Source: an optimization exercise on an open RTL-to-GDS flow (aim: small area and a short achievable clock period). Production flows keep margins and buffers that such runs may drop.
In this exercise RTL edits were held to simulation tests only and were not proved equivalent to the original.
The clock cells of this run come from the design's own scripts or RTL, not from TritonCTS.
No driver is modelled on the clock port, so clock power and skew are understated where the tree is cut down; a real chip needs a root buffer or a tree.
Power is estimated from default activity; no workload was simulated.

<file path="standard.sh">
#!/bin/bash
# synth_recipe.tcl (not shown) runs the flow's synth.tcl, then flattens the netlist and writes it again
# the make line also repeats each setting of config.mk as NAME=value (left out here)
make -C /OpenROAD-flow-scripts/flow DESIGN_CONFIG=/design/flow/config.mk WORK_HOME=/design/flow/orfs CLKGATE_MAP_FILE= SYNTH_SCRIPT=/design/flow/synth_recipe.tcl "${@:-finish}"
</file>
<file path="constraint.sdc">
create_clock -name core_clock -period 13.5 [get_ports {clk}]
set_input_delay 2.7000 -clock core_clock [delete_from_list [all_inputs] [get_ports {clk}]]
set_output_delay 2.7000 -clock core_clock [all_outputs]
set_load 0.01 [all_outputs]
</file>
<file path="flow/clocktree.tcl">
set block [ord::get_db_block]
set db [ord::get_db]
set leafm [$db findMaster sky130_fd_sc_hd__inv_12]
set rootm [$db findMaster sky130_fd_sc_hd__inv_6]
set clk_net [$block findNet clk]

set ffs {}
foreach inst [$block getInsts] {
  if {[string match "sky130_fd_sc_hd__df*" [[$inst getMaster] getName]]} {
    lappend ffs $inst
  }
}
# remove the CTS buffers, its dummy loads, and its nets
set old_nets {}
foreach inst [$block getInsts] {
  if {[string match "clkload*" [$inst getName]]} {
    odb::dbInst_destroy $inst
  } elseif {[string match "clkbuf_*_clk" [$inst getName]]} {
    set onet [[$inst findITerm X] getNet]
    if {$onet != "NULL"} { lappend old_nets $onet }
    odb::dbInst_destroy $inst
  }
}
foreach ff $ffs {
  set it [$ff findITerm CLK]
  set n [$it getNet]
  if {$n != "NULL" && [$n getName] != "clk"} { $it disconnect }
}
foreach n $old_nets {
  if {[llength [$n getITerms]] == 0} { odb::dbNet_destroy $n }
}
if {[llength [$clk_net getITerms]] != 0} { error "clock port still drives cells" }

proc ffx {ff} { return [lindex [$ff getLocation] 0] }
proc ffy {ff} { return [lindex [$ff getLocation] 1] }
proc split2 {l axis} {
  set s [lsort -command [list apply {{axis a b} {expr {[ff$axis $a] - [ff$axis $b]}}} $axis] $l]
  set h [expr {[llength $s] / 2}]
  return [list [lrange $s 0 [expr {$h - 1}]] [lrange $s $h end]]
}
proc centroid {l} {
  set sx 0; set sy 0
  foreach ff $l { set sx [expr {$sx + [ffx $ff]}]; set sy [expr {$sy + [ffy $ff]}] }
  return [list [expr {$sx / [llength $l]}] [expr {$sy / [llength $l]}]]
}
proc add_buf {block master name loc in_net out_name} {
  set buf [odb::dbInst_create $block $master $name]
  $buf setLocation {*}$loc
  $buf setPlacementStatus PLACED
  [$buf findITerm A] connect $in_net
  set net [odb::dbNet_create $block $out_name]
  $net setSigType CLOCK
  [$buf findITerm Y] connect $net
  return $net
}
set quads {}
foreach half [split2 $ffs x] { lappend quads {*}[split2 $half y] }
set k 0
foreach q $quads {
  set rnet [add_buf $block $rootm "clkroot_$k" [centroid $q] $clk_net "clknet_root_$k"]
  set j 0
  foreach part [split2 $q x] {
    set lnet [add_buf $block $leafm "clkleaf_${k}_$j" [centroid $part] $rnet "clknet_leaf_${k}_$j"]
    foreach ff $part { [$ff findITerm CLK] connect $lnet }
    puts "clock inverter clkleaf_${k}_$j drives [llength $part] flip-flops"
    incr j
  }
  incr k
}

detailed_placement
check_placement -verbose
estimate_parasitics -placement
report_clock_skew
</file>
<file path="config.mk">
export PLATFORM = sky130hd
export DESIGN_NAME = mac_unit
export DESIGN_NICKNAME = mac_unit
export VERILOG_FILES = /design/flow/design.v
export SDC_FILE = /design/flow/constraint.sdc
export NUM_CORES = 4
export LEC_CHECK = 0
export CAP_MARGIN = 20
export CORE_MARGIN = 2
export CORE_UTILIZATION = 40
export SLEW_MARGIN = 20
export SYNTH_HIERARCHICAL = 1
export SYNTH_MINIMUM_KEEP_SIZE = 0
</file>
<file path="flow/run.sh">
#!/bin/bash
# The standard layout (standard.sh), with these changes:
#  - every port gets a buf_1 buffer (ORFS's buffer_ports with -buffer_cell);
#  - after CTS (flow/clocktree.tcl) the clock tree is rebuilt as two balanced
#    levels of inverters (4 inv_6 on the clock port, 8 inv_12 driving the flip-flops);
#  - setup repair keeps the standard target (0 ns of slack), and
#    does not remove buffers (so every port keeps its buffer).
# ORFS writes each step's full log under orfs/logs/; make's own output goes to standard.log.
export BUFFER_PORTS_ARGS="-buffer_cell sky130_fd_sc_hd__buf_1"
export PRE_RESIZE_TCL=$PWD/flow/sizes.tcl
export POST_CTS_TCL=$PWD/flow/clocktree.tcl
export SETUP_SLACK_MARGIN=0
export SKIP_BUFFER_REMOVAL=1
bash standard.sh > standard.log 2>&1
</file>
<file path="design.v">
module full_adder(input a,b,cin,
                  output sum,co);
assign sum=a^b^cin;
assign co=(a&b)|(b&cin)|(cin&a);
endmodule
module half_adder(input a,
                  input b,
                  output sum,
                  output carry);
assign sum=a^b;
assign carry=a&b;
endmodule
module half_adder_n(input a_n,
                    input b_n,
                    output sum_n,
                    output carry_n);
xnor2 x(a_n,b_n,sum_n);
or2 o(a_n,b_n,carry_n);
endmodule
module xnor2(input a,b, output y);
assign y=~(a^b);
endmodule
module or2(input a,b, output y);
assign y=a|b;
endmodule
module mux2_1(input h,s,e1,e0,
              output d);
assign d=(e1&s)|(e0&h);
endmodule
module mul_16x16(input clk,
                 input [15:0]a,
                 input [15:0]b,
                 output [31:0]c);
reg [15:0]ra,rb;
reg [55:0]s2;      
reg [31:0]p3,p4;
wire pn0_0 = ~(ra[0] & rb[0]);    
wire pn0_1 = ~(ra[0] & rb[1]);    
wire pn0_2 = ~(ra[0] & rb[2]);    
wire pn0_3 = ~(ra[0] & rb[3]);    
wire pn0_4 = ~(ra[0] & rb[4]);    
wire pn0_5 = ~(ra[0] & rb[5]);    
wire pn0_6 = ~(ra[0] & rb[6]);    
wire pn0_7 = ~(ra[0] & rb[7]);    
wire pn0_8 = ~(ra[0] & rb[8]);    
wire pn0_9 = ~(ra[0] & rb[9]);    
wire pn0_10 = ~(ra[0] & rb[10]);    
wire pn0_11 = ~(ra[0] & rb[11]);    
wire pn0_12 = ~(ra[0] & rb[12]);    
wire pn0_13 = ~(ra[0] & rb[13]);    
wire pn0_14 = ~(ra[0] & rb[14]);    
wire pn0_15 = ~(ra[0] & rb[15]);    
wire pn1_0 = ~(ra[1] & rb[0]);    
wire pn1_1 = ~(ra[1] & rb[1]);    
wire pn1_2 = ~(ra[1] & rb[2]);    
wire pn1_3 = ~(ra[1] & rb[3]);    
wire pn1_4 = ~(ra[1] & rb[4]);    
wire pn1_5 = ~(ra[1] & rb[5]);    
wire pn1_6 = ~(ra[1] & rb[6]);    
wire pn1_7 = ~(ra[1] & rb[7]);    
wire pn1_8 = ~(ra[1] & rb[8]);    
wire pn1_9 = ~(ra[1] & rb[9]);    
wire pn1_10 = ~(ra[1] & rb[10]);    
wire pn1_11 = ~(ra[1] & rb[11]);    
wire pn1_12 = ~(ra[1] & rb[12]);    
wire pn1_13 = ~(ra[1] & rb[13]);    
wire pn1_14 = ~(ra[1] & rb[14]);    
wire pn1_15 = ~(ra[1] & rb[15]);    
wire pn2_0 = ~(ra[2] & rb[0]);    
wire pn2_1 = ~(ra[2] & rb[1]);    
wire pn2_2 = ~(ra[2] & rb[2]);    
wire pn2_3 = ~(ra[2] & rb[3]);    
wire pn2_4 = ~(ra[2] & rb[4]);    
wire pn2_5 = ~(ra[2] & rb[5]);    
wire pn2_6 = ~(ra[2] & rb[6]);    
wire pn2_7 = ~(ra[2] & rb[7]);    
wire pn2_8 = ~(ra[2] & rb[8]);    
wire pn2_9 = ~(ra[2] & rb[9]);    
wire pn2_10 = ~(ra[2] & rb[10]);    
wire pn2_11 = ~(ra[2] & rb[11]);    
wire pn2_12 = ~(ra[2] & rb[12]);    
wire pn2_13 = ~(ra[2] & rb[13]);    
wire pn2_14 = ~(ra[2] & rb[14]);    
wire pn2_15 = ~(ra[2] & rb[15]);    
wire pn3_0 = ~(ra[3] & rb[0]);    
wire pn3_1 = ~(ra[3] & rb[1]);    
wire pn3_2 = ~(ra[3] & rb[2]);    
wire pn3_3 = ~(ra[3] & rb[3]);    
wire pn3_4 = ~(ra[3] & rb[4]);    
wire pn3_5 = ~(ra[3] & rb[5]);    
wire pn3_6 = ~(ra[3] & rb[6]);    
wire pn3_7 = ~(ra[3] & rb[7]);    
wire pn3_8 = ~(ra[3] & rb[8]);    
wire pn3_9 = ~(ra[3] & rb[9]);    
wire pn3_10 = ~(ra[3] & rb[10]);    
wire pn3_11 = ~(ra[3] & rb[11]);    
wire pn3_12 = ~(ra[3] & rb[12]);    
wire pn3_13 = ~(ra[3] & rb[13]);    
wire pn3_14 = ~(ra[3] & rb[14]);    
wire pn3_15 = ~(ra[3] & rb[15]);    
wire pn4_0 = ~(ra[4] & rb[0]);    
wire pn4_1 = ~(ra[4] & rb[1]);    
wire pn4_2 = ~(ra[4] & rb[2]);    
wire pn4_3 = ~(ra[4] & rb[3]);    
wire pn4_4 = ~(ra[4] & rb[4]);    
wire pn4_5 = ~(ra[4] & rb[5]);    
wire pn4_6 = ~(ra[4] & rb[6]);    
wire pn4_7 = ~(ra[4] & rb[7]);    
wire pn4_8 = ~(ra[4] & rb[8]);    
wire pn4_9 = ~(ra[4] & rb[9]);    
wire pn4_10 = ~(ra[4] & rb[10]);    
wire pn4_11 = ~(ra[4] & rb[11]);    
wire pn4_12 = ~(ra[4] & rb[12]);    
wire pn4_13 = ~(ra[4] & rb[13]);    
wire pn4_14 = ~(ra[4] & rb[14]);    
wire pn4_15 = ~(ra[4] & rb[15]);    
wire pn5_0 = ~(ra[5] & rb[0]);    
wire pn5_1 = ~(ra[5] & rb[1]);    
wire pn5_2 = ~(ra[5] & rb[2]);    
wire pn5_3 = ~(ra[5] & rb[3]);    
wire pn5_4 = ~(ra[5] & rb[4]);    
wire pn5_5 = ~(ra[5] & rb[5]);    
wire pn5_6 = ~(ra[5] & rb[6]);    
wire pn5_7 = ~(ra[5] & rb[7]);    
wire pn5_8 = ~(ra[5] & rb[8]);    
wire pn5_9 = ~(ra[5] & rb[9]);    
wire pn5_10 = ~(ra[5] & rb[10]);    
wire pn5_11 = ~(ra[5] & rb[11]);    
wire pn5_12 = ~(ra[5] & rb[12]);    
wire pn5_13 = ~(ra[5] & rb[13]);    
wire pn5_14 = ~(ra[5] & rb[14]);    
wire pn5_15 = ~(ra[5] & rb[15]);    
wire pn6_0 = ~(ra[6] & rb[0]);    
wire pn6_1 = ~(ra[6] & rb[1]);    
wire pn6_2 = ~(ra[6] & rb[2]);    
wire pn6_3 = ~(ra[6] & rb[3]);    
wire pn6_4 = ~(ra[6] & rb[4]);    
wire pn6_5 = ~(ra[6] & rb[5]);    
wire pn6_6 = ~(ra[6] & rb[6]);    
wire pn6_7 = ~(ra[6] & rb[7]);    
wire pn6_8 = ~(ra[6] & rb[8]);    
wire pn6_9 = ~(ra[6] & rb[9]);    
wire pn6_10 = ~(ra[6] & rb[10]);    
wire pn6_11 = ~(ra[6] & rb[11]);    
wire pn6_12 = ~(ra[6] & rb[12]);    
wire pn6_13 = ~(ra[6] & rb[13]);    
wire pn6_14 = ~(ra[6] & rb[14]);    
wire pn6_15 = ~(ra[6] & rb[15]);    
wire pn7_0 = ~(ra[7] & rb[0]);    
wire pn7_1 = ~(ra[7] & rb[1]);    
wire pn7_2 = ~(ra[7] & rb[2]);    
wire pn7_3 = ~(ra[7] & rb[3]);    
wire pn7_4 = ~(ra[7] & rb[4]);    
wire pn7_5 = ~(ra[7] & rb[5]);    
wire pn7_6 = ~(ra[7] & rb[6]);    
wire pn7_7 = ~(ra[7] & rb[7]);    
wire pn7_8 = ~(ra[7] & rb[8]);    
wire pn7_9 = ~(ra[7] & rb[9]);    
wire pn7_10 = ~(ra[7] & rb[10]);    
wire pn7_11 = ~(ra[7] & rb[11]);    
wire pn7_12 = ~(ra[7] & rb[12]);    
wire pn7_13 = ~(ra[7] & rb[13]);    
wire pn7_14 = ~(ra[7] & rb[14]);    
wire pn7_15 = ~(ra[7] & rb[15]);    
wire pn8_0 = ~(ra[8] & rb[0]);    
wire pn8_1 = ~(ra[8] & rb[1]);    
wire pn8_2 = ~(ra[8] & rb[2]);    
wire pn8_3 = ~(ra[8] & rb[3]);    
wire pn8_4 = ~(ra[8] & rb[4]);    
wire pn8_5 = ~(ra[8] & rb[5]);    
wire pn8_6 = ~(ra[8] & rb[6]);    
wire pn8_7 = ~(ra[8] & rb[7]);    
wire pn8_8 = ~(ra[8] & rb[8]);    
wire pn8_9 = ~(ra[8] & rb[9]);    
wire pn8_10 = ~(ra[8] & rb[10]);    
wire pn8_11 = ~(ra[8] & rb[11]);    
wire pn8_12 = ~(ra[8] & rb[12]);    
wire pn8_13 = ~(ra[8] & rb[13]);    
wire pn8_14 = ~(ra[8] & rb[14]);    
wire pn8_15 = ~(ra[8] & rb[15]);    
wire pn9_0 = ~(ra[9] & rb[0]);    
wire pn9_1 = ~(ra[9] & rb[1]);    
wire pn9_2 = ~(ra[9] & rb[2]);    
wire pn9_3 = ~(ra[9] & rb[3]);    
wire pn9_4 = ~(ra[9] & rb[4]);    
wire pn9_5 = ~(ra[9] & rb[5]);    
wire pn9_6 = ~(ra[9] & rb[6]);    
wire pn9_7 = ~(ra[9] & rb[7]);    
wire pn9_8 = ~(ra[9] & rb[8]);    
wire pn9_9 = ~(ra[9] & rb[9]);    
wire pn9_10 = ~(ra[9] & rb[10]);    
wire pn9_11 = ~(ra[9] & rb[11]);    
wire pn9_12 = ~(ra[9] & rb[12]);    
wire pn9_13 = ~(ra[9] & rb[13]);    
wire pn9_14 = ~(ra[9] & rb[14]);    
wire pn9_15 = ~(ra[9] & rb[15]);    
wire pn10_0 = ~(ra[10] & rb[0]);    
wire pn10_1 = ~(ra[10] & rb[1]);    
wire pn10_2 = ~(ra[10] & rb[2]);    
wire pn10_3 = ~(ra[10] & rb[3]);    
wire pn10_4 = ~(ra[10] & rb[4]);    
wire pn10_5 = ~(ra[10] & rb[5]);    
wire pn10_6 = ~(ra[10] & rb[6]);    
wire pn10_7 = ~(ra[10] & rb[7]);    
wire pn10_8 = ~(ra[10] & rb[8]);    
wire pn10_9 = ~(ra[10] & rb[9]);    
wire pn10_10 = ~(ra[10] & rb[10]);    
wire pn10_11 = ~(ra[10] & rb[11]);    
wire pn10_12 = ~(ra[10] & rb[12]);    
wire pn10_13 = ~(ra[10] & rb[13]);    
wire pn10_14 = ~(ra[10] & rb[14]);    
wire pn10_15 = ~(ra[10] & rb[15]);    
wire pn11_0 = ~(ra[11] & rb[0]);    
wire pn11_1 = ~(ra[11] & rb[1]);    
wire pn11_2 = ~(ra[11] & rb[2]);    
wire pn11_3 = ~(ra[11] & rb[3]);    
wire pn11_4 = ~(ra[11] & rb[4]);    
wire pn11_5 = ~(ra[11] & rb[5]);    
wire pn11_6 = ~(ra[11] & rb[6]);    
wire pn11_7 = ~(ra[11] & rb[7]);    
wire pn11_8 = ~(ra[11] & rb[8]);    
wire pn11_9 = ~(ra[11] & rb[9]);    
wire pn11_10 = ~(ra[11] & rb[10]);    
wire pn11_11 = ~(ra[11] & rb[11]);    
wire pn11_12 = ~(ra[11] & rb[12]);    
wire pn11_13 = ~(ra[11] & rb[13]);    
wire pn11_14 = ~(ra[11] & rb[14]);    
wire pn11_15 = ~(ra[11] & rb[15]);    
wire pn12_0 = ~(ra[12] & rb[0]);    
wire pn12_1 = ~(ra[12] & rb[1]);    
wire pn12_2 = ~(ra[12] & rb[2]);    
wire pn12_3 = ~(ra[12] & rb[3]);    
wire pn12_4 = ~(ra[12] & rb[4]);    
wire pn12_5 = ~(ra[12] & rb[5]);    
wire pn12_6 = ~(ra[12] & rb[6]);    
wire pn12_7 = ~(ra[12] & rb[7]);    
wire pn12_8 = ~(ra[12] & rb[8]);    
wire pn12_9 = ~(ra[12] & rb[9]);    
wire pn12_10 = ~(ra[12] & rb[10]);    
wire pn12_11 = ~(ra[12] & rb[11]);    
wire pn12_12 = ~(ra[12] & rb[12]);    
wire pn12_13 = ~(ra[12] & rb[13]);    
wire pn12_14 = ~(ra[12] & rb[14]);    
wire pn12_15 = ~(ra[12] & rb[15]);    
wire pn13_0 = ~(ra[13] & rb[0]);    
wire pn13_1 = ~(ra[13] & rb[1]);    
wire pn13_2 = ~(ra[13] & rb[2]);    
wire pn13_3 = ~(ra[13] & rb[3]);    
wire pn13_4 = ~(ra[13] & rb[4]);    
wire pn13_5 = ~(ra[13] & rb[5]);    
wire pn13_6 = ~(ra[13] & rb[6]);    
wire pn13_7 = ~(ra[13] & rb[7]);    
wire pn13_8 = ~(ra[13] & rb[8]);    
wire pn13_9 = ~(ra[13] & rb[9]);    
wire pn13_10 = ~(ra[13] & rb[10]);    
wire pn13_11 = ~(ra[13] & rb[11]);    
wire pn13_12 = ~(ra[13] & rb[12]);    
wire pn13_13 = ~(ra[13] & rb[13]);    
wire pn13_14 = ~(ra[13] & rb[14]);    
wire pn13_15 = ~(ra[13] & rb[15]);    
wire pn14_0 = ~(ra[14] & rb[0]);    
wire pn14_1 = ~(ra[14] & rb[1]);    
wire pn14_2 = ~(ra[14] & rb[2]);    
wire pn14_3 = ~(ra[14] & rb[3]);    
wire pn14_4 = ~(ra[14] & rb[4]);    
wire pn14_5 = ~(ra[14] & rb[5]);    
wire pn14_6 = ~(ra[14] & rb[6]);    
wire pn14_7 = ~(ra[14] & rb[7]);    
wire pn14_8 = ~(ra[14] & rb[8]);    
wire pn14_9 = ~(ra[14] & rb[9]);    
wire pn14_10 = ~(ra[14] & rb[10]);    
wire pn14_11 = ~(ra[14] & rb[11]);    
wire pn14_12 = ~(ra[14] & rb[12]);    
wire pn14_13 = ~(ra[14] & rb[13]);    
wire pn14_14 = ~(ra[14] & rb[14]);    
wire pn14_15 = ~(ra[14] & rb[15]);    
wire pn15_0 = ~(ra[15] & rb[0]);    
wire pn15_1 = ~(ra[15] & rb[1]);    
wire pn15_2 = ~(ra[15] & rb[2]);    
wire pn15_3 = ~(ra[15] & rb[3]);    
wire pn15_4 = ~(ra[15] & rb[4]);    
wire pn15_5 = ~(ra[15] & rb[5]);    
wire pn15_6 = ~(ra[15] & rb[6]);    
wire pn15_7 = ~(ra[15] & rb[7]);    
wire pn15_8 = ~(ra[15] & rb[8]);    
wire pn15_9 = ~(ra[15] & rb[9]);    
wire pn15_10 = ~(ra[15] & rb[10]);    
wire pn15_11 = ~(ra[15] & rb[11]);    
wire pn15_12 = ~(ra[15] & rb[12]);    
wire pn15_13 = ~(ra[15] & rb[13]);    
wire pn15_14 = ~(ra[15] & rb[14]);    
wire pn15_15 = ~(ra[15] & rb[15]);    
wire s1, c2;
half_adder_n ha2(pn0_13, pn1_12, s1, c2);
wire s3, c4;
full_adder fa4(pn0_14, pn1_13, pn2_12, s3, c4);
wire s5, c6;
half_adder_n ha6(pn3_11, pn4_10, s5, c6);
wire s7, c8;
full_adder fa8(pn0_15, pn1_14, pn2_13, s7, c8);
wire s9, c10;
full_adder fa10(pn3_12, pn4_11, pn5_10, s9, c10);
wire s11, c12;
half_adder_n ha12(pn6_9, pn7_8, s11, c12);
wire s13, c14;
full_adder fa14(pn1_15, pn2_14, pn3_13, s13, c14);
wire s15, c16;
full_adder fa16(pn4_12, pn5_11, pn6_10, s15, c16);
wire s17, c18;
half_adder_n ha18(pn7_9, pn8_8, s17, c18);
wire s19, c20;
full_adder fa20(pn2_15, pn3_14, pn4_13, s19, c20);
wire s21, c22;
full_adder fa22(pn5_12, pn6_11, pn7_10, s21, c22);
wire s23, c24;
full_adder fa24(pn3_15, pn4_14, pn5_13, s23, c24);
wire s25, c26;
half_adder_n ha26(pn0_9, pn1_8, s25, c26);
wire s27, c28;
full_adder fa28(pn0_10, pn1_9, pn2_8, s27, c28);
wire s29, c30;
half_adder_n ha30(pn3_7, pn4_6, s29, c30);
wire s31, c32;
full_adder fa32(pn0_11, pn1_10, pn2_9, s31, c32);
wire s33, c34;
full_adder fa34(pn3_8, pn4_7, pn5_6, s33, c34);
wire s35, c36;
half_adder_n ha36(pn6_5, pn7_4, s35, c36);
wire s37, c38;
full_adder fa38(pn0_12, pn1_11, pn2_10, s37, c38);
wire s39, c40;
full_adder fa40(pn3_9, pn4_8, pn5_7, s39, c40);
wire s41, c42;
full_adder fa42(pn6_6, pn7_5, pn8_4, s41, c42);
wire s43, c44;
half_adder_n ha44(pn9_3, pn10_2, s43, c44);
wire s45, c46;
full_adder fa46(pn2_11, pn3_10, pn4_9, s45, c46);
wire s47, c48;
full_adder fa48(pn5_8, pn6_7, pn7_6, s47, c48);
wire s49, c50;
full_adder fa50(pn8_5, pn9_4, pn10_3, s49, c50);
wire s51, c52;
full_adder fa52(pn11_2, pn12_1, pn13_0, s51, c52);
wire s53, c54;
full_adder fa54(pn5_9, pn6_8, pn7_7, s53, c54);
wire s55, c56;
full_adder fa56(pn8_6, pn9_5, pn10_4, s55, c56);
wire s57, c58;
full_adder fa58(pn11_3, pn12_2, pn13_1, s57, c58);
wire s59, c60;
full_adder fa60(pn14_0, c2, s5, s59, c60);
wire s61, c62;
full_adder fa62(pn8_7, pn9_6, pn10_5, s61, c62);
wire s63, c64;
full_adder fa64(pn11_4, pn12_3, pn13_2, s63, c64);
wire s65, c66;
full_adder fa66(pn14_1, pn15_0, c6, s65, c66);
wire s67, c68;
full_adder fa68(s11, c4, s7, s67, c68);
wire s69, c70;
full_adder fa70(pn9_7, pn10_6, pn11_5, s69, c70);
wire s71, c72;
full_adder fa72(pn12_4, pn13_3, pn14_2, s71, c72);
wire s73, c74;
full_adder fa74(pn15_1, c12, s17, s73, c74);
wire s75, c76;
full_adder fa76(c8, c10, s13, s75, c76);
wire s77, c78;
full_adder fa78(pn8_9, pn9_8, pn10_7, s77, c78);
wire s79, c80;
full_adder fa80(pn11_6, pn12_5, pn13_4, s79, c80);
wire s81, c82;
full_adder fa82(pn14_3, pn15_2, c18, s81, c82);
wire s83, c84;
full_adder fa84(c14, c16, s19, s83, c84);
wire s85, c86;
full_adder fa86(pn6_12, pn7_11, pn8_10, s85, c86);
wire s87, c88;
full_adder fa88(pn9_9, pn10_8, pn11_7, s87, c88);
wire s89, c90;
full_adder fa90(pn12_6, pn13_5, pn14_4, s89, c90);
wire s91, c92;
full_adder fa92(pn15_3, c20, c22, s91, c92);
wire s93, c94;
full_adder fa94(pn4_15, pn5_14, pn6_13, s93, c94);
wire s95, c96;
full_adder fa96(pn7_12, pn8_11, pn9_10, s95, c96);
wire s97, c98;
full_adder fa98(pn10_9, pn11_8, pn12_7, s97, c98);
wire s99, c100;
full_adder fa100(pn13_6, pn14_5, pn15_4, s99, c100);
wire s101, c102;
full_adder fa102(pn5_15, pn6_14, pn7_13, s101, c102);
wire s103, c104;
full_adder fa104(pn8_12, pn9_11, pn10_10, s103, c104);
wire s105, c106;
full_adder fa106(pn11_9, pn12_8, pn13_7, s105, c106);
wire s107, c108;
full_adder fa108(pn6_15, pn7_14, pn8_13, s107, c108);
wire s109, c110;
full_adder fa110(pn9_12, pn10_11, pn11_10, s109, c110);
wire s111, c112;
full_adder fa112(pn7_15, pn8_14, pn9_13, s111, c112);
wire s113, c114;
half_adder_n ha114(pn0_6, pn1_5, s113, c114);
wire s115, c116;
full_adder fa116(pn0_7, pn1_6, pn2_5, s115, c116);
wire s117, c118;
half_adder_n ha118(pn3_4, pn4_3, s117, c118);
wire s119, c120;
full_adder fa120(pn0_8, pn1_7, pn2_6, s119, c120);
wire s121, c122;
full_adder fa122(pn3_5, pn4_4, pn5_3, s121, c122);
wire s123, c124;
half_adder_n ha124(pn6_2, pn7_1, s123, c124);
wire s125, c126;
full_adder fa126(pn2_7, pn3_6, pn4_5, s125, c126);
wire s127, c128;
full_adder fa128(pn5_4, pn6_3, pn7_2, s127, c128);
wire s129, c130;
full_adder fa130(pn8_1, pn9_0, s25, s129, c130);
wire s131, c132;
full_adder fa132(pn5_5, pn6_4, pn7_3, s131, c132);
wire s133, c134;
full_adder fa134(pn8_2, pn9_1, pn10_0, s133, c134);
wire s135, c136;
full_adder fa136(c26, s29, s27, s135, c136);
wire s137, c138;
full_adder fa138(pn8_3, pn9_2, pn10_1, s137, c138);
wire s139, c140;
full_adder fa140(pn11_0, c30, s35, s139, c140);
wire s141, c142;
full_adder fa142(c28, s31, s33, s141, c142);
wire s143, c144;
full_adder fa144(pn11_1, pn12_0, c36, s143, c144);
wire s145, c146;
full_adder fa146(s43, c32, c34, s145, c146);
wire s147, c148;
full_adder fa148(s37, s39, s41, s147, c148);
wire s149, c150;
full_adder fa150(c44, s1, c38, s149, c150);
wire s151, c152;
full_adder fa152(c40, c42, s45, s151, c152);
wire s153, c154;
full_adder fa154(s47, s49, s51, s153, c154);
wire s155, c156;
full_adder fa156(c46, c48, c50, s155, c156);
wire s157, c158;
full_adder fa158(c52, s53, s55, s157, c158);
wire s159, c160;
full_adder fa160(s57, s3, s59, s159, c160);
wire s161, c162;
full_adder fa162(c54, c56, c58, s161, c162);
wire s163, c164;
full_adder fa164(s61, s63, s9, s163, c164);
wire s165, c166;
full_adder fa166(c60, s65, s67, s165, c166);
wire s167, c168;
full_adder fa168(c62, c64, s69, s167, c168);
wire s169, c170;
full_adder fa170(s71, s15, c66, s169, c170);
wire s171, c172;
full_adder fa172(s73, c68, s75, s171, c172);
wire s173, c174;
full_adder fa174(c70, c72, s77, s173, c174);
wire s175, c176;
full_adder fa176(s79, s21, c74, s175, c176);
wire s177, c178;
full_adder fa178(s81, c76, s83, s177, c178);
wire s179, c180;
full_adder fa180(c78, c80, s85, s179, c180);
wire s181, c182;
full_adder fa182(s87, s89, s23, s181, c182);
wire s183, c184;
full_adder fa184(c82, c84, s91, s183, c184);
wire s185, c186;
full_adder fa186(c86, c88, c90, s185, c186);
wire s187, c188;
full_adder fa188(s93, s95, s97, s187, c188);
wire s189, c190;
full_adder fa190(s99, c24, c92, s189, c190);
wire s191, c192;
full_adder fa192(pn14_6, pn15_5, c94, s191, c192);
wire s193, c194;
full_adder fa194(c96, c98, c100, s193, c194);
wire s195, c196;
full_adder fa196(s101, s103, s105, s195, c196);
wire s197, c198;
full_adder fa198(pn12_9, pn13_8, pn14_7, s197, c198);
wire s199, c200;
full_adder fa200(pn15_6, c102, c104, s199, c200);
wire s201, c202;
full_adder fa202(c106, s107, s109, s201, c202);
wire s203, c204;
full_adder fa204(pn10_12, pn11_11, pn12_10, s203, c204);
wire s205, c206;
full_adder fa206(pn13_9, pn14_8, pn15_7, s205, c206);
wire s207, c208;
full_adder fa208(c108, c110, s111, s207, c208);
wire s209, c210;
full_adder fa210(pn8_15, pn9_14, pn10_13, s209, c210);
wire s211, c212;
full_adder fa212(pn11_12, pn12_11, pn13_10, s211, c212);
wire s213, c214;
full_adder fa214(pn14_9, pn15_8, c112, s213, c214);
wire s215, c216;
full_adder fa216(pn9_15, pn10_14, pn11_13, s215, c216);
wire s217, c218;
full_adder fa218(pn12_12, pn13_11, pn14_10, s217, c218);
wire s219, c220;
full_adder fa220(pn10_15, pn11_14, pn12_13, s219, c220);
wire s221, c222;
half_adder_n ha222(pn0_4, pn1_3, s221, c222);
wire s223, c224;
full_adder fa224(pn0_5, pn1_4, pn2_3, s223, c224);
wire s225, c226;
half_adder_n ha226(pn3_2, pn4_1, s225, c226);
wire s227, c228;
full_adder fa228(pn2_4, pn3_3, pn4_2, s227, c228);
wire s229, c230;
full_adder fa230(pn5_1, pn6_0, s113, s229, c230);
wire s231, c232;
full_adder fa232(pn5_2, pn6_1, pn7_0, s231, c232);
wire s233, c234;
full_adder fa234(c114, s117, s115, s233, c234);
wire s235, c236;
full_adder fa236(pn8_0, c118, s123, s235, c236);
wire s237, c238;
full_adder fa238(c116, s119, s121, s237, c238);
wire s239, c240;
full_adder fa240(c124, c120, c122, s239, c240);
wire s241, c242;
full_adder fa242(s125, s127, s129, s241, c242);
wire s243, c244;
full_adder fa244(c126, c128, s131, s243, c244);
wire s245, c246;
full_adder fa246(s133, c130, s135, s245, c246);
wire s247, c248;
full_adder fa248(c132, c134, s137, s247, c248);
wire s249, c250;
full_adder fa250(s139, c136, s141, s249, c250);
wire s251, c252;
full_adder fa252(c138, c140, s143, s251, c252);
wire s253, c254;
full_adder fa254(c142, s145, s147, s253, c254);
wire s255, c256;
full_adder fa256(c144, c146, c148, s255, c256);
wire s257, c258;
full_adder fa258(s149, s151, s153, s257, c258);
wire s259, c260;
full_adder fa260(c150, c152, c154, s259, c260);
wire s261, c262;
full_adder fa262(s155, s157, s159, s261, c262);
wire s263, c264;
full_adder fa264(c156, c158, s161, s263, c264);
wire s265, c266;
full_adder fa266(s163, c160, s165, s265, c266);
wire s267, c268;
full_adder fa268(c162, c164, s167, s267, c268);
wire s269, c270;
full_adder fa270(s169, c166, s171, s269, c270);
wire s271, c272;
full_adder fa272(c168, s173, c170, s271, c272);
wire s273, c274;
full_adder fa274(s175, c172, s177, s273, c274);
wire s275, c276;
full_adder fa276(c174, s179, s181, s275, c276);
wire s277, c278;
full_adder fa278(c176, c178, s183, s277, c278);
wire s279, c280;
full_adder fa280(c180, c182, s185, s279, c280);
wire s281, c282;
full_adder fa282(s187, c184, s189, s281, c282);
wire s283, c284;
full_adder fa284(c186, c188, s191, s283, c284);
wire s285, c286;
full_adder fa286(s193, s195, c190, s285, c286);
wire s287, c288;
full_adder fa288(s197, c192, c194, s287, c288);
wire s289, c290;
full_adder fa290(c196, s199, s201, s289, c290);
wire s291, c292;
full_adder fa292(c198, s203, s205, s291, c292);
wire s293, c294;
full_adder fa294(c200, c202, s207, s293, c294);
wire s295, c296;
full_adder fa296(c204, c206, s209, s295, c296);
wire s297, c298;
full_adder fa298(s211, c208, s213, s297, c298);
wire s299, c300;
full_adder fa300(pn15_9, c210, c212, s299, c300);
wire s301, c302;
full_adder fa302(s215, s217, c214, s301, c302);
wire s303, c304;
full_adder fa304(pn13_12, pn14_11, pn15_10, s303, c304);
wire s305, c306;
full_adder fa306(c216, c218, s219, s305, c306);
wire s307, c308;
full_adder fa308(pn11_15, pn12_14, pn13_13, s307, c308);
wire s309, c310;
full_adder fa310(pn14_12, pn15_11, c220, s309, c310);
wire s311, c312;
full_adder fa312(pn12_15, pn13_14, pn14_13, s311, c312);
wire s313, c314;
half_adder_n ha314(pn0_3, pn1_2, s313, c314);
wire s315, c316;
full_adder fa316(pn2_2, pn3_1, pn4_0, s315, c316);
wire s317, c318;
full_adder fa318(pn5_0, c222, s225, s317, c318);
wire s319, c320;
full_adder fa320(c226, c224, s227, s319, c320);
wire s321, c322;
full_adder fa322(c228, s231, c230, s321, c322);
wire s323, c324;
full_adder fa324(c232, s235, c234, s323, c324);
wire s325, c326;
full_adder fa326(c236, c238, s239, s325, c326);
wire s327, c328;
full_adder fa328(c240, s243, c242, s327, c328);
wire s329, c330;
full_adder fa330(c244, s247, c246, s329, c330);
wire s331, c332;
full_adder fa332(c248, s251, c250, s331, c332);
wire s333, c334;
full_adder fa334(c252, c254, s255, s333, c334);
wire s335, c336;
full_adder fa336(c256, c258, s259, s335, c336);
wire s337, c338;
full_adder fa338(c260, s263, c262, s337, c338);
wire s339, c340;
full_adder fa340(c264, s267, c266, s339, c340);
wire s341, c342;
full_adder fa342(c268, s271, c270, s341, c342);
wire s343, c344;
full_adder fa344(s275, c272, c274, s343, c344);
wire s345, c346;
full_adder fa346(c276, s279, c278, s345, c346);
wire s347, c348;
full_adder fa348(c280, s283, c282, s347, c348);
wire s349, c350;
full_adder fa350(c284, s287, s289, s349, c350);
wire s351, c352;
full_adder fa352(s291, c288, c290, s351, c352);
wire s353, c354;
full_adder fa354(c292, s295, c294, s353, c354);
wire s355, c356;
full_adder fa356(c296, s299, c298, s355, c356);
wire s357, c358;
full_adder fa358(s303, c300, s305, s357, c358);
wire s359, c360;
full_adder fa360(c304, s307, c306, s359, c360);
wire s361, c362;
full_adder fa362(pn15_12, c308, s311, s361, c362);
wire s363, c364;
full_adder fa364(pn13_15, pn14_14, pn15_13, s363, c364);
wire s365, c366;
half_adder_n ha366(pn0_2, pn1_1, s365, c366);
wire s367, c368;
full_adder fa368(pn2_1, pn3_0, s313, s367, c368);
wire s369, c370;
full_adder fa370(c314, s221, s315, s369, c370);
wire s371, c372;
full_adder fa372(c316, s223, s317, s371, c372);
wire s373, c374;
full_adder fa374(c318, s229, s319, s373, c374);
wire s375, c376;
full_adder fa376(c320, s233, s321, s375, c376);
wire s377, c378;
full_adder fa378(s237, c322, s323, s377, c378);
wire s379, c380;
full_adder fa380(s241, c324, s325, s379, c380);
wire s381, c382;
full_adder fa382(c326, s245, s327, s381, c382);
wire s383, c384;
full_adder fa384(s249, c328, s329, s383, c384);
wire s385, c386;
full_adder fa386(s253, c330, s331, s385, c386);
wire s387, c388;
full_adder fa388(s257, c332, s333, s387, c388);
wire s389, c390;
full_adder fa390(s261, c334, s335, s389, c390);
wire s391, c392;
full_adder fa392(c336, s265, s337, s391, c392);
wire s393, c394;
full_adder fa394(s269, c338, s339, s393, c394);
wire s395, c396;
full_adder fa396(s273, c340, s341, s395, c396);
wire s397, c398;
full_adder fa398(s277, c342, s343, s397, c398);
wire s399, c400;
full_adder fa400(s281, c344, s345, s399, c400);
wire s401, c402;
full_adder fa402(s285, c346, s347, s401, c402);
wire s403, c404;
full_adder fa404(s349, c286, c348, s403, c404);
wire s405, c406;
full_adder fa406(s293, c350, s351, s405, c406);
wire s407, c408;
full_adder fa408(s297, c352, s353, s407, c408);
wire s409, c410;
full_adder fa410(s301, c354, s355, s409, c410);
wire s411, c412;
full_adder fa412(s357, c302, c356, s411, c412);
wire s413, c414;
full_adder fa414(s309, c358, s359, s413, c414);
wire s415, c416;
full_adder fa416(s361, c310, c360, s415, c416);
wire s417, c418;
full_adder fa418(s363, c312, c362, s417, c418);
wire s419, c420;
full_adder fa420(pn14_15, pn15_14, c364, s419, c420);
wire s421, c422;
half_adder_n ha422(pn0_1, pn1_0, s421, c422);
wire s423, c424;
full_adder fa424(pn2_0, s365, c422, s423, c424);
wire s425, c426;
full_adder fa426(c366, s367, c424, s425, c426);
wire s427, c428;
full_adder fa428(c368, s369, c426, s427, c428);
wire s429, c430;
full_adder fa430(c370, s371, c428, s429, c430);
wire s431, c432;
full_adder fa432(c372, s373, c430, s431, c432);
wire [55:0]s2_d;
assign s2_d[0] = pn0_0;    
assign s2_d[1] = s421;    
assign s2_d[2] = s423;    
assign s2_d[3] = s425;    
assign s2_d[4] = s427;    
assign s2_d[5] = s429;    
assign s2_d[6] = s431;    
assign s2_d[7] = c374;    
assign s2_d[8] = s375;    
assign s2_d[9] = c432;    
assign s2_d[10] = c376;    
assign s2_d[11] = s377;    
assign s2_d[12] = c378;    
assign s2_d[13] = s379;    
assign s2_d[14] = c380;    
assign s2_d[15] = s381;    
assign s2_d[16] = c382;    
assign s2_d[17] = s383;    
assign s2_d[18] = c384;    
assign s2_d[19] = s385;    
assign s2_d[20] = c386;    
assign s2_d[21] = s387;    
assign s2_d[22] = c388;    
assign s2_d[23] = s389;    
assign s2_d[24] = c390;    
assign s2_d[25] = s391;    
assign s2_d[26] = c392;    
assign s2_d[27] = s393;    
assign s2_d[28] = c394;    
assign s2_d[29] = s395;    
assign s2_d[30] = c396;    
assign s2_d[31] = s397;    
assign s2_d[32] = c398;    
assign s2_d[33] = s399;    
assign s2_d[34] = c400;    
assign s2_d[35] = s401;    
assign s2_d[36] = c402;    
assign s2_d[37] = s403;    
assign s2_d[38] = c404;    
assign s2_d[39] = s405;    
assign s2_d[40] = c406;    
assign s2_d[41] = s407;    
assign s2_d[42] = c408;    
assign s2_d[43] = s409;    
assign s2_d[44] = c410;    
assign s2_d[45] = s411;    
assign s2_d[46] = c412;    
assign s2_d[47] = s413;    
assign s2_d[48] = c414;    
assign s2_d[49] = s415;    
assign s2_d[50] = c416;    
assign s2_d[51] = s417;    
assign s2_d[52] = c418;    
assign s2_d[53] = s419;    
assign s2_d[54] = c420;    
assign s2_d[55] = pn15_15;    
wire [31:0]x3 = {1'b1, s2[54], s2[52], s2[50], s2[48], s2[46], s2[44], s2[42], s2[40], s2[38], s2[36], s2[34], s2[32], s2[30], s2[28], s2[26], s2[24], s2[22], s2[20], s2[18], s2[16], s2[14], s2[12], s2[10], s2[7], s2[6], s2[5], s2[4], s2[3], s2[2], s2[1], s2[0]};
wire [31:0]y3 = {1'b1, s2[55], s2[53], s2[51], s2[49], s2[47], s2[45], s2[43], s2[41], s2[39], s2[37], s2[35], s2[33], s2[31], s2[29], s2[27], s2[25], s2[23], s2[21], s2[19], s2[17], s2[15], s2[13], s2[11], s2[8], 1'b1, 1'b1, 1'b1, 1'b1, 1'b1, 1'b1, 1'b1};
wire kg0 = s2[7] & s2[8];
wire kp0 = s2[7] ^ s2[8];
wire kg1 = s2[10] & s2[11];
wire kp1 = s2[10] ^ s2[11];
wire kg2 = s2[12] & s2[13];
wire kp2 = s2[12] ^ s2[13];
wire kg3 = s2[14] & s2[15];
wire kp3 = s2[14] ^ s2[15];
wire kg4 = s2[16] & s2[17];
wire kp4 = s2[16] ^ s2[17];
wire kg5 = s2[18] & s2[19];
wire kp5 = s2[18] ^ s2[19];
wire kg6 = s2[20] & s2[21];
wire kp6 = s2[20] ^ s2[21];
wire kg7 = s2[22] & s2[23];
wire kp7 = s2[22] ^ s2[23];
wire kg8 = s2[24] & s2[25];
wire kp8 = s2[24] ^ s2[25];
wire kg9 = s2[26] & s2[27];
wire kp9 = s2[26] ^ s2[27];
wire kg10 = s2[28] & s2[29];
wire kp10 = s2[28] ^ s2[29];
wire kg11 = s2[30] & s2[31];
wire kp11 = s2[30] ^ s2[31];
wire kg12 = s2[32] & s2[33];
wire kp12 = s2[32] ^ s2[33];
wire kg13 = s2[34] & s2[35];
wire kp13 = s2[34] ^ s2[35];
wire kg14 = s2[36] & s2[37];
wire kp14 = s2[36] ^ s2[37];
wire kg15 = s2[38] & s2[39];
wire kp15 = s2[38] ^ s2[39];
wire kg16 = s2[40] & s2[41];
wire kp16 = s2[40] ^ s2[41];
wire kg17 = s2[42] & s2[43];
wire kp17 = s2[42] ^ s2[43];
wire kg18 = s2[44] & s2[45];
wire kp18 = s2[44] ^ s2[45];
wire kg19 = s2[46] & s2[47];
wire kp19 = s2[46] ^ s2[47];
wire kg20 = s2[48] & s2[49];
wire kp20 = s2[48] ^ s2[49];
wire kg21 = s2[50] & s2[51];
wire kp21 = s2[50] ^ s2[51];
wire kg22 = s2[52] & s2[53];
wire kp22 = s2[52] ^ s2[53];
wire kg23 = s2[54] & s2[55];
wire kp23 = s2[54] ^ s2[55];
wire kg24 = 1'b1 & 1'b1;
wire kp24 = 1'b1 ^ 1'b1;
wire kg0c = kg0 | (kp0 & s2[9]);
wire kG1 = kg1 | (kp1 & kg0c);
wire kP1 = kp1 & kp0;
wire kG2 = kg3 | (kp3 & kg2);
wire kP2 = kp3 & kp2;
wire kG3 = kg5 | (kp5 & kg4);
wire kP3 = kp5 & kp4;
wire kG4 = kg7 | (kp7 & kg6);
wire kP4 = kp7 & kp6;
wire kG5 = kg9 | (kp9 & kg8);
wire kP5 = kp9 & kp8;
wire kG6 = kg11 | (kp11 & kg10);
wire kP6 = kp11 & kp10;
wire kG7 = kg13 | (kp13 & kg12);
wire kP7 = kp13 & kp12;
wire kG8 = kg15 | (kp15 & kg14);
wire kP8 = kp15 & kp14;
wire kG9 = kg17 | (kp17 & kg16);
wire kP9 = kp17 & kp16;
wire kG10 = kg19 | (kp19 & kg18);
wire kP10 = kp19 & kp18;
wire kG11 = kg21 | (kp21 & kg20);
wire kP11 = kp21 & kp20;
wire kG12 = kg23 | (kp23 & kg22);
wire kP12 = kp23 & kp22;
wire kG13 = kG2 | (kP2 & kG1);
wire kP13 = kP2 & kP1;
wire kG14 = kG4 | (kP4 & kG3);
wire kP14 = kP4 & kP3;
wire kG15 = kG6 | (kP6 & kG5);
wire kP15 = kP6 & kP5;
wire kG16 = kG8 | (kP8 & kG7);
wire kP16 = kP8 & kP7;
wire kG17 = kG10 | (kP10 & kG9);
wire kP17 = kP10 & kP9;
wire kG18 = kG12 | (kP12 & kG11);
wire kP18 = kP12 & kP11;
wire kG19 = kG14 | (kP14 & kG13);
wire kP19 = kP14 & kP13;
wire kG20 = kG16 | (kP16 & kG15);
wire kP20 = kP16 & kP15;
wire kG21 = kG18 | (kP18 & kG17);
wire kP21 = kP18 & kP17;
wire kG22 = kG20 | (kP20 & kG19);
wire kP22 = kP20 & kP19;
wire kG23 = kG21 | (kP21 & kG22);
wire kP23 = kP21 & kP22;
wire kG24 = kG15 | (kP15 & kG19);
wire kP24 = kP15 & kP19;
wire kG25 = kG17 | (kP17 & kG22);
wire kP25 = kP17 & kP22;
wire kG26 = kG3 | (kP3 & kG13);
wire kP26 = kP3 & kP13;
wire kG27 = kG5 | (kP5 & kG19);
wire kP27 = kP5 & kP19;
wire kG28 = kG7 | (kP7 & kG24);
wire kP28 = kP7 & kP24;
wire kG29 = kG9 | (kP9 & kG22);
wire kP29 = kP9 & kP22;
wire kG30 = kG11 | (kP11 & kG25);
wire kP30 = kP11 & kP25;
wire kG31 = kg2 | (kp2 & kG1);
wire kP31 = kp2 & kP1;
wire kG32 = kg4 | (kp4 & kG13);
wire kP32 = kp4 & kP13;
wire kG33 = kg6 | (kp6 & kG26);
wire kP33 = kp6 & kP26;
wire kG34 = kg8 | (kp8 & kG19);
wire kP34 = kp8 & kP19;
wire kG35 = kg10 | (kp10 & kG27);
wire kP35 = kp10 & kP27;
wire kG36 = kg12 | (kp12 & kG24);
wire kP36 = kp12 & kP24;
wire kG37 = kg14 | (kp14 & kG28);
wire kP37 = kp14 & kP28;
wire kG38 = kg16 | (kp16 & kG22);
wire kP38 = kp16 & kP22;
wire kG39 = kg18 | (kp18 & kG29);
wire kP39 = kp18 & kP29;
wire kG40 = kg20 | (kp20 & kG25);
wire kP40 = kp20 & kP25;
wire kG41 = kg22 | (kp22 & kG30);
wire kP41 = kp22 & kP30;
wire kG42 = kg24 | (kp24 & kG23);
wire kP42 = kp24 & kP23;
wire [31:0]p3_d = {(kp24 ^ kG23), (kp23 ^ kG41), (kp22 ^ kG30), (kp21 ^ kG40), (kp20 ^ kG25), (kp19 ^ kG39), (kp18 ^ kG29), (kp17 ^ kG38), (kp16 ^ kG22), (kp15 ^ kG37), (kp14 ^ kG28), (kp13 ^ kG36), (kp12 ^ kG24), (kp11 ^ kG35), (kp10 ^ kG27), (kp9 ^ kG34), (kp8 ^ kG19), (kp7 ^ kG33), (kp6 ^ kG26), (kp5 ^ kG32), (kp4 ^ kG13), (kp3 ^ kG31), (kp2 ^ kG1), (kp1 ^ kg0c), (kp0 ^ s2[9]), s2[6], s2[5], s2[4], s2[3], s2[2], s2[1], s2[0]};
always @(posedge clk)
 begin
  ra<=a;
  rb<=b;
  s2<=s2_d;
  p3<=~p3_d;    
  p4<=p3;
 end
assign c=p4;
endmodule
module accumulator(input clk,en,clr,
                   input [31:0]a,
                   output [39:0]c);
reg [39:0]acc;
wire [39:0]b={8'b0,a};
wire [39:0]g0=acc&b;
wire [39:0]p0=acc^b;
wire gg1 = g0[1] | (p0[1] & g0[0]);
wire pp1 = p0[1] & p0[0];
wire gg2 = g0[3] | (p0[3] & g0[2]);
wire pp2 = p0[3] & p0[2];
wire gg3 = g0[5] | (p0[5] & g0[4]);
wire pp3 = p0[5] & p0[4];
wire gg4 = g0[7] | (p0[7] & g0[6]);
wire pp4 = p0[7] & p0[6];
wire gg5 = g0[9] | (p0[9] & g0[8]);
wire pp5 = p0[9] & p0[8];
wire gg6 = g0[11] | (p0[11] & g0[10]);
wire pp6 = p0[11] & p0[10];
wire gg7 = g0[13] | (p0[13] & g0[12]);
wire pp7 = p0[13] & p0[12];
wire gg8 = g0[15] | (p0[15] & g0[14]);
wire pp8 = p0[15] & p0[14];
wire gg9 = g0[17] | (p0[17] & g0[16]);
wire pp9 = p0[17] & p0[16];
wire gg10 = g0[19] | (p0[19] & g0[18]);
wire pp10 = p0[19] & p0[18];
wire gg11 = g0[21] | (p0[21] & g0[20]);
wire pp11 = p0[21] & p0[20];
wire gg12 = g0[23] | (p0[23] & g0[22]);
wire pp12 = p0[23] & p0[22];
wire gg13 = g0[25] | (p0[25] & g0[24]);
wire pp13 = p0[25] & p0[24];
wire gg14 = g0[27] | (p0[27] & g0[26]);
wire pp14 = p0[27] & p0[26];
wire gg15 = g0[29] | (p0[29] & g0[28]);
wire pp15 = p0[29] & p0[28];
wire gg16 = g0[31] | (p0[31] & g0[30]);
wire pp16 = p0[31] & p0[30];
wire gg17 = g0[33] | (p0[33] & g0[32]);
wire pp17 = p0[33] & p0[32];
wire gg18 = g0[35] | (p0[35] & g0[34]);
wire pp18 = p0[35] & p0[34];
wire gg19 = g0[37] | (p0[37] & g0[36]);
wire pp19 = p0[37] & p0[36];
wire gg20 = g0[39] | (p0[39] & g0[38]);
wire pp20 = p0[39] & p0[38];
wire gg21 = gg2 | (pp2 & gg1);
wire pp21 = pp2 & pp1;
wire gg22 = gg4 | (pp4 & gg3);
wire pp22 = pp4 & pp3;
wire gg23 = gg6 | (pp6 & gg5);
wire pp23 = pp6 & pp5;
wire gg24 = gg8 | (pp8 & gg7);
wire pp24 = pp8 & pp7;
wire gg25 = gg10 | (pp10 & gg9);
wire pp25 = pp10 & pp9;
wire gg26 = gg12 | (pp12 & gg11);
wire pp26 = pp12 & pp11;
wire gg27 = gg14 | (pp14 & gg13);
wire pp27 = pp14 & pp13;
wire gg28 = gg16 | (pp16 & gg15);
wire pp28 = pp16 & pp15;
wire gg29 = gg18 | (pp18 & gg17);
wire pp29 = pp18 & pp17;
wire gg30 = gg20 | (pp20 & gg19);
wire pp30 = pp20 & pp19;
wire gg31 = gg22 | (pp22 & gg21);
wire pp31 = pp22 & pp21;
wire gg32 = gg24 | (pp24 & gg23);
wire pp32 = pp24 & pp23;
wire gg33 = gg26 | (pp26 & gg25);
wire pp33 = pp26 & pp25;
wire gg34 = gg28 | (pp28 & gg27);
wire pp34 = pp28 & pp27;
wire gg35 = gg30 | (pp30 & gg29);
wire pp35 = pp30 & pp29;
wire gg36 = gg32 | (pp32 & gg31);
wire pp36 = pp32 & pp31;
wire gg37 = gg34 | (pp34 & gg33);
wire pp37 = pp34 & pp33;
wire gg38 = gg37 | (pp37 & gg36);
wire pp38 = pp37 & pp36;
wire gg39 = gg33 | (pp33 & gg36);
wire pp39 = pp33 & pp36;
wire gg40 = gg35 | (pp35 & gg38);
wire pp40 = pp35 & pp38;
wire gg41 = gg23 | (pp23 & gg31);
wire pp41 = pp23 & pp31;
wire gg42 = gg25 | (pp25 & gg36);
wire pp42 = pp25 & pp36;
wire gg43 = gg27 | (pp27 & gg39);
wire pp43 = pp27 & pp39;
wire gg44 = gg29 | (pp29 & gg38);
wire pp44 = pp29 & pp38;
wire gg45 = gg3 | (pp3 & gg21);
wire pp45 = pp3 & pp21;
wire gg46 = gg5 | (pp5 & gg31);
wire pp46 = pp5 & pp31;
wire gg47 = gg7 | (pp7 & gg41);
wire pp47 = pp7 & pp41;
wire gg48 = gg9 | (pp9 & gg36);
wire pp48 = pp9 & pp36;
wire gg49 = gg11 | (pp11 & gg42);
wire pp49 = pp11 & pp42;
wire gg50 = gg13 | (pp13 & gg39);
wire pp50 = pp13 & pp39;
wire gg51 = gg15 | (pp15 & gg43);
wire pp51 = pp15 & pp43;
wire gg52 = gg17 | (pp17 & gg38);
wire pp52 = pp17 & pp38;
wire gg53 = gg19 | (pp19 & gg44);
wire pp53 = pp19 & pp44;
wire gg54 = g0[2] | (p0[2] & gg1);
wire pp54 = p0[2] & pp1;
wire gg55 = g0[4] | (p0[4] & gg21);
wire pp55 = p0[4] & pp21;
wire gg56 = g0[6] | (p0[6] & gg45);
wire pp56 = p0[6] & pp45;
wire gg57 = g0[8] | (p0[8] & gg31);
wire pp57 = p0[8] & pp31;
wire gg58 = g0[10] | (p0[10] & gg46);
wire pp58 = p0[10] & pp46;
wire gg59 = g0[12] | (p0[12] & gg41);
wire pp59 = p0[12] & pp41;
wire gg60 = g0[14] | (p0[14] & gg47);
wire pp60 = p0[14] & pp47;
wire gg61 = g0[16] | (p0[16] & gg36);
wire pp61 = p0[16] & pp36;
wire gg62 = g0[18] | (p0[18] & gg48);
wire pp62 = p0[18] & pp48;
wire gg63 = g0[20] | (p0[20] & gg42);
wire pp63 = p0[20] & pp42;
wire gg64 = g0[22] | (p0[22] & gg49);
wire pp64 = p0[22] & pp49;
wire gg65 = g0[24] | (p0[24] & gg39);
wire pp65 = p0[24] & pp39;
wire gg66 = g0[26] | (p0[26] & gg50);
wire pp66 = p0[26] & pp50;
wire gg67 = g0[28] | (p0[28] & gg43);
wire pp67 = p0[28] & pp43;
wire gg68 = g0[30] | (p0[30] & gg51);
wire pp68 = p0[30] & pp51;
wire gg69 = g0[32] | (p0[32] & gg38);
wire pp69 = p0[32] & pp38;
wire gg70 = g0[34] | (p0[34] & gg52);
wire pp70 = p0[34] & pp52;
wire gg71 = g0[36] | (p0[36] & gg44);
wire pp71 = p0[36] & pp44;
wire gg72 = g0[38] | (p0[38] & gg53);
wire pp72 = p0[38] & pp53;
wire [39:0]cy={gg72, gg53, gg71, gg44, gg70, gg52, gg69, gg38, gg68, gg51, gg67, gg43, gg66, gg50, gg65, gg39, gg64, gg49, gg63, gg42, gg62, gg48, gg61, gg36, gg60, gg47, gg59, gg41, gg58, gg46, gg57, gg31, gg56, gg45, gg55, gg21, gg54, gg1, g0[0], 1'b0};
wire [39:0]sum=p0^cy;
wire [39:0]d;
wire e1=en&~clr;     
wire e0=~(en|clr);   
genvar i;
generate
 for (i=0;i<40;i=i+1)
  begin : sel
   mux2_1 m(acc[i],sum[i],e1,e0,d[i]);
  end
endgenerate
always @(posedge clk)
  acc <= d;
assign c = acc;
endmodule
module mac_unit(input clk,en,clr,
                input [15:0]a,b,
                output [39:0]c);
wire [31:0]temp1;
mul_16x16 m1(clk,a,b,temp1);
accumulator a1(clk,en,clr,temp1,c);
endmodule
</file>
<file path="flow/sizes.tcl">
# Sizes of the output buffers (made by buffer_ports, named output*) and of the
# accumulator flip-flops that drive them.
foreach inst [get_cells {output*}] {
  replace_cell $inst sky130_fd_sc_hd__buf_1
}
foreach inst [get_cells {a1.acc*}] {
  replace_cell $inst sky130_fd_sc_hd__dfxtp_1
}
# the input buffers of en and clr, which drive the accumulator's control gates
foreach port {en clr} {
  foreach inst [get_cells -of_objects [get_nets $port]] {
    replace_cell $inst sky130_fd_sc_hd__buf_8
  }
}
foreach inst [get_cells {m1.ra* m1.rb*}] {
  replace_cell $inst sky130_fd_sc_hd__dfxtp_4
}
</file>
==> results.sh <==
export IMPL_status="finished clean"
export IMPL_reg2reg_slack_ns=9.99
export IMPL_yosys_warnings=8
export IMPL_drt_first_iter_violations=594
export IMPL_ant_nets=0
export IMPL_synth_avg_cell_area_um2=11.1
export IMPL_cts_sinks=192
export IMPL_drc=0
export IMPL_arrival_ns=3.54
export IMPL_fp_dieH_um=179
export IMPL_synthCells=1101
export IMPL_hold_viol=0
export IMPL_cellPowerDensity_mw_per_mm2=183
export IMPL_path_clk_slew_ns=0.10
export IMPL_met3_length_um=1540
export IMPL_grt_setup_unrepaired="no"
export IMPL_internal_power_mw=1.39
export IMPL_min_period_ns=3.51
export IMPL_gp_congestion=0.839
export IMPL_antenna_cells=0
export IMPL_seqPwrFrac=0.388
export IMPL_final_cell_mix="nand2_1 (279), fa_1 (229), dfxtp_1 (160)"
export IMPL_comb_power_share=0.511
export IMPL_port_buffers=74
export IMPL_rr_startpoint="m1.rb[15]$_DFF_P_"
export IMPL_nets=1440
export IMPL_crit_path_start_kind="flop"
export IMPL_synth_seq_cells=192
export IMPL_finalSetupViolCount=0
export IMPL_leakage_nw=5.00
export IMPL_r2r_end="m1.s2[31]$_DFF_P_"
export IMPL_antenna_found_initial=0
export IMPL_ys_types=45
export IMPL_crit_fanout=16
export IMPL_hpwl_um=19400
export IMPL_wirelength_um=25100
export IMPL_num_rows=64
export IMPL_m1WireLength_um=11600
export IMPL_vias=7518
export IMPL_ir_drop_mv=0.0683
export IMPL_grt_pass1_vias=7934
export IMPL_fillers=2814
export IMPL_r2r_cells=7
export IMPL_grt_max_degree=41
export IMPL_wire_per_inst_um=16.6
export IMPL_hold_class="reg -> reg"
export IMPL_grt_overflow=0
export IMPL_worstHoldStart="m1.p3[18]$_DFF_P_"
export IMPL_multi_input_area_mm2=0.00789
export IMPL_area_delta_synth_final_pct=6.54
export IMPL_cp_required_ns=13.54
export IMPL_final_common_cell="nand2_1"
export IMPL_drive_gt1_frac=0.0555
export IMPL_worstSkewPairLatency_ns=0.16
export IMPL_syn_nets=1422
export IMPL_pwr_share_clk=0.101
export IMPL_cp_end_kind="flop"
export IMPL_path_class="reg -> reg"
export IMPL_top_layer="met4"
export IMPL_viasPerCell=4.97
export IMPL_wl_met2_um=11500
export IMPL_grt_pass1_wl_um=42300
export IMPL_max_freq_mhz=285
export IMPL_netlist_area_mm2=0.0122
export IMPL_finalClockSkew_ns=0.0248
export IMPL_p_sw_uw=992
export IMPL_relSlewSlack=0.673
export IMPL_io_pins=75
export IMPL_yosysSeqAreaShare=0.314
export IMPL_dieArea_mm2=0.0320
export IMPL_post_place_ws_ns=9.87
export IMPL_drt_pass1_iter_count=6
export IMPL_initial_core_util=0.404
export IMPL_fp_coreArea_mm2=0.0303
export IMPL_seq_area_mm2=0.00396
export IMPL_setup_slack_ns=9.99
export IMPL_grt_use_total=0.169
export IMPL_maxSlewViolCount=0
export IMPL_hold_end="m1.p4[18]$_DFF_P_"
export IMPL_max_cap_violations=0
export IMPL_timing_final_crit_share=0.260
export IMPL_tightest_slew_ns=0.490
export IMPL_finalSetupTns_ns=0
export IMPL_swShare=0.416
export IMPL_holdPathStages=0
export IMPL_die_width_um=179
-- cell usage after synthesis, drive strengths merged --
master,number,area share
nand2,280,0.086
fa,229,0.37
dfxtp,192,0.31
clkbuf,64,0.020
inv,60,0.018
ha,57,0.058
a22o,40,0.029
a21oi,29,0.012
xnor2,29,0.021
or2,18,0.0092
xor2,17,0.012
o21ai,13,0.0053
nor2,11,0.0036
buf,8,0.0049
nand4,6,0.0036
o211ai,6,0.0041
o21a,6,0.0037
nand3,5,0.0025
nand2b,4,0.0020
a211oi,3,0.0018
nor3,3,0.0012
a22oi,2,0.0012
and2,2,0.0010
nor2b,2,0.0010
nor4,2,0.0020
or3,2,0.0010
a2111oi,1,0.00072
a21boi,1,0.00061
a21o,1,0.00061
a311oi,1,0.0012
a31o,1,0.00072
a31oi,1,0.00051
a41oi,1,0.00072
o2111ai,1,0.00072
o21bai,1,0.00061
o22ai,1,0.00051
or2b,1,0.00061
-- critical path: stages (launching register included) --
cell and delay [ns]:
dfxtp_4 0.48, nand2_1 0.11, fa_1 0.46, fa_1 0.58, fa_1 0.45, fa_1 0.39, fa_1 0.51, fa_1 0.41
-- worst max path at each step --
| stage | end | cells past startpoint | slack (ns) | from |
|---|---|---|---|---|
| finish | m1.s2[31]$_DFF_P_ | 7 | 9.99 | m1.rb[15]$_DFF_P_ |
| global route | m1.s2[31]$_DFF_P_ | 7 | 9.84 | m1.rb[15]$_DFF_P_ |
| detailed placement | a1.acc[29]$_DFF_P_ | 4 | 9.87 | en |
| global placement | m1.s2[31]$_DFF_P_ | 7 | 9.76 | m1.ra[1]$_DFF_P_ |
| floorplan | a1.acc[0]$_DFF_P_ | 2 | 9.08 | clr |
-- cell families (layout without fill, tap and decap cells) --
family | count (synthesis) | after routing | synth area share
AOI/OAI and AO/OA | 109 | 109 | 0.0641
xor gates and xnor gates | 46 | 46 | 0.0329
adders and majority gates | 286 | 286 | 0.432
buffers and inverters | 132 | 148 | 0.0429
DFF | 192 | 192 | 0.314
and+or+nand+nor | 336 | 336 | 0.114
-- modules after synthesis, one instance, submodules excluded, a selection --
module       times used  cells  area, µm²
accumulator           1    233       2390
mul_16x16             1    596       5270
full_adder          200      1       20.0
or2                  16      1       6.26
xnor2                16      1       8.76
mux2_1               40      1       8.76
-- through the flow --
stage | cell area (µm²) | total power [mW] | instances | hold WS [ns] | util
final | 13100 | 2.39 | 1513 | 0.324 | 0.430
after global placement | 12700 | 2.14 | 1501 | 0.310 | 0.420
after detailed placement | 12900 | 2.18 | 1501 | 0.312 | 0.425
after global routing | 13100 | 2.67 | 1513 | 0.334 | 0.430
after floorplan | 12200 | 1.85 | 1101 | 0.310 | -
-- layer usage --
metal,up-vias,track usage
li1,3490,-
met1,3781,0.241
met2,214,0.270
met3,33,0.0278
met4,0,0.0393
met5,-,0
-- power groups by stage --
| stage | clock (mW) | sequential, mW | combinational [mW] |
|---|---|---|---|
| finish | 0.241 | 0.927 | 1.22 |
| global route | 0.281 | 0.954 | 1.44 |
| detailed placement | 0 | 0.941 | 1.24 |
| global placement | 0 | 0.940 | 1.20 |
| floorplan | 0 | 0.898 | 0.950 |
-- state kept, by name, summed over array words and instances, names as in the netlist --
register,cells
m1.s2,56
a1.acc,40
m1.p3,32
m1.p4,32
m1.ra,16
m1.rb,16
-- cell type report --
type                       instances  share of cell area
inverter                          72              0.0299
timing repair buffer              76              0.0242
multi-input combinational        777               0.604
sequential                       192               0.304
tap                              396              0.0380

==> port drivers added, routing unchanged <==
No port has a modelled driver above. Below, the same layout with a new extraction and two added sets of constraints.
Step 1: set_driving_cell puts a clkbuf_16 on clk and a buf_2 on each other input, an assumption about the parent block.
Step 2, shift: input delay + t, output delay - t, t = (earliest + latest rising clock arrival at the registers) / 2. This alone moves slack from input paths to output paths.
Three values: ideal ports, drivers, drivers and shift; two values: the first two.
t (ns): 0.271
setup slack, ns: 9.991 / 9.915 / 9.837
worst hold slack (ns): 0.324 / 0.325 / 0.325
latest minus earliest clock arrival (ns): 0.025 / 0.026
worst slew at a driven data input, ns: 0.05
After both steps this run still meets setup and hold. The setup slack of this run moves by -0.076 ns with the drivers and by -0.154 ns with both steps.
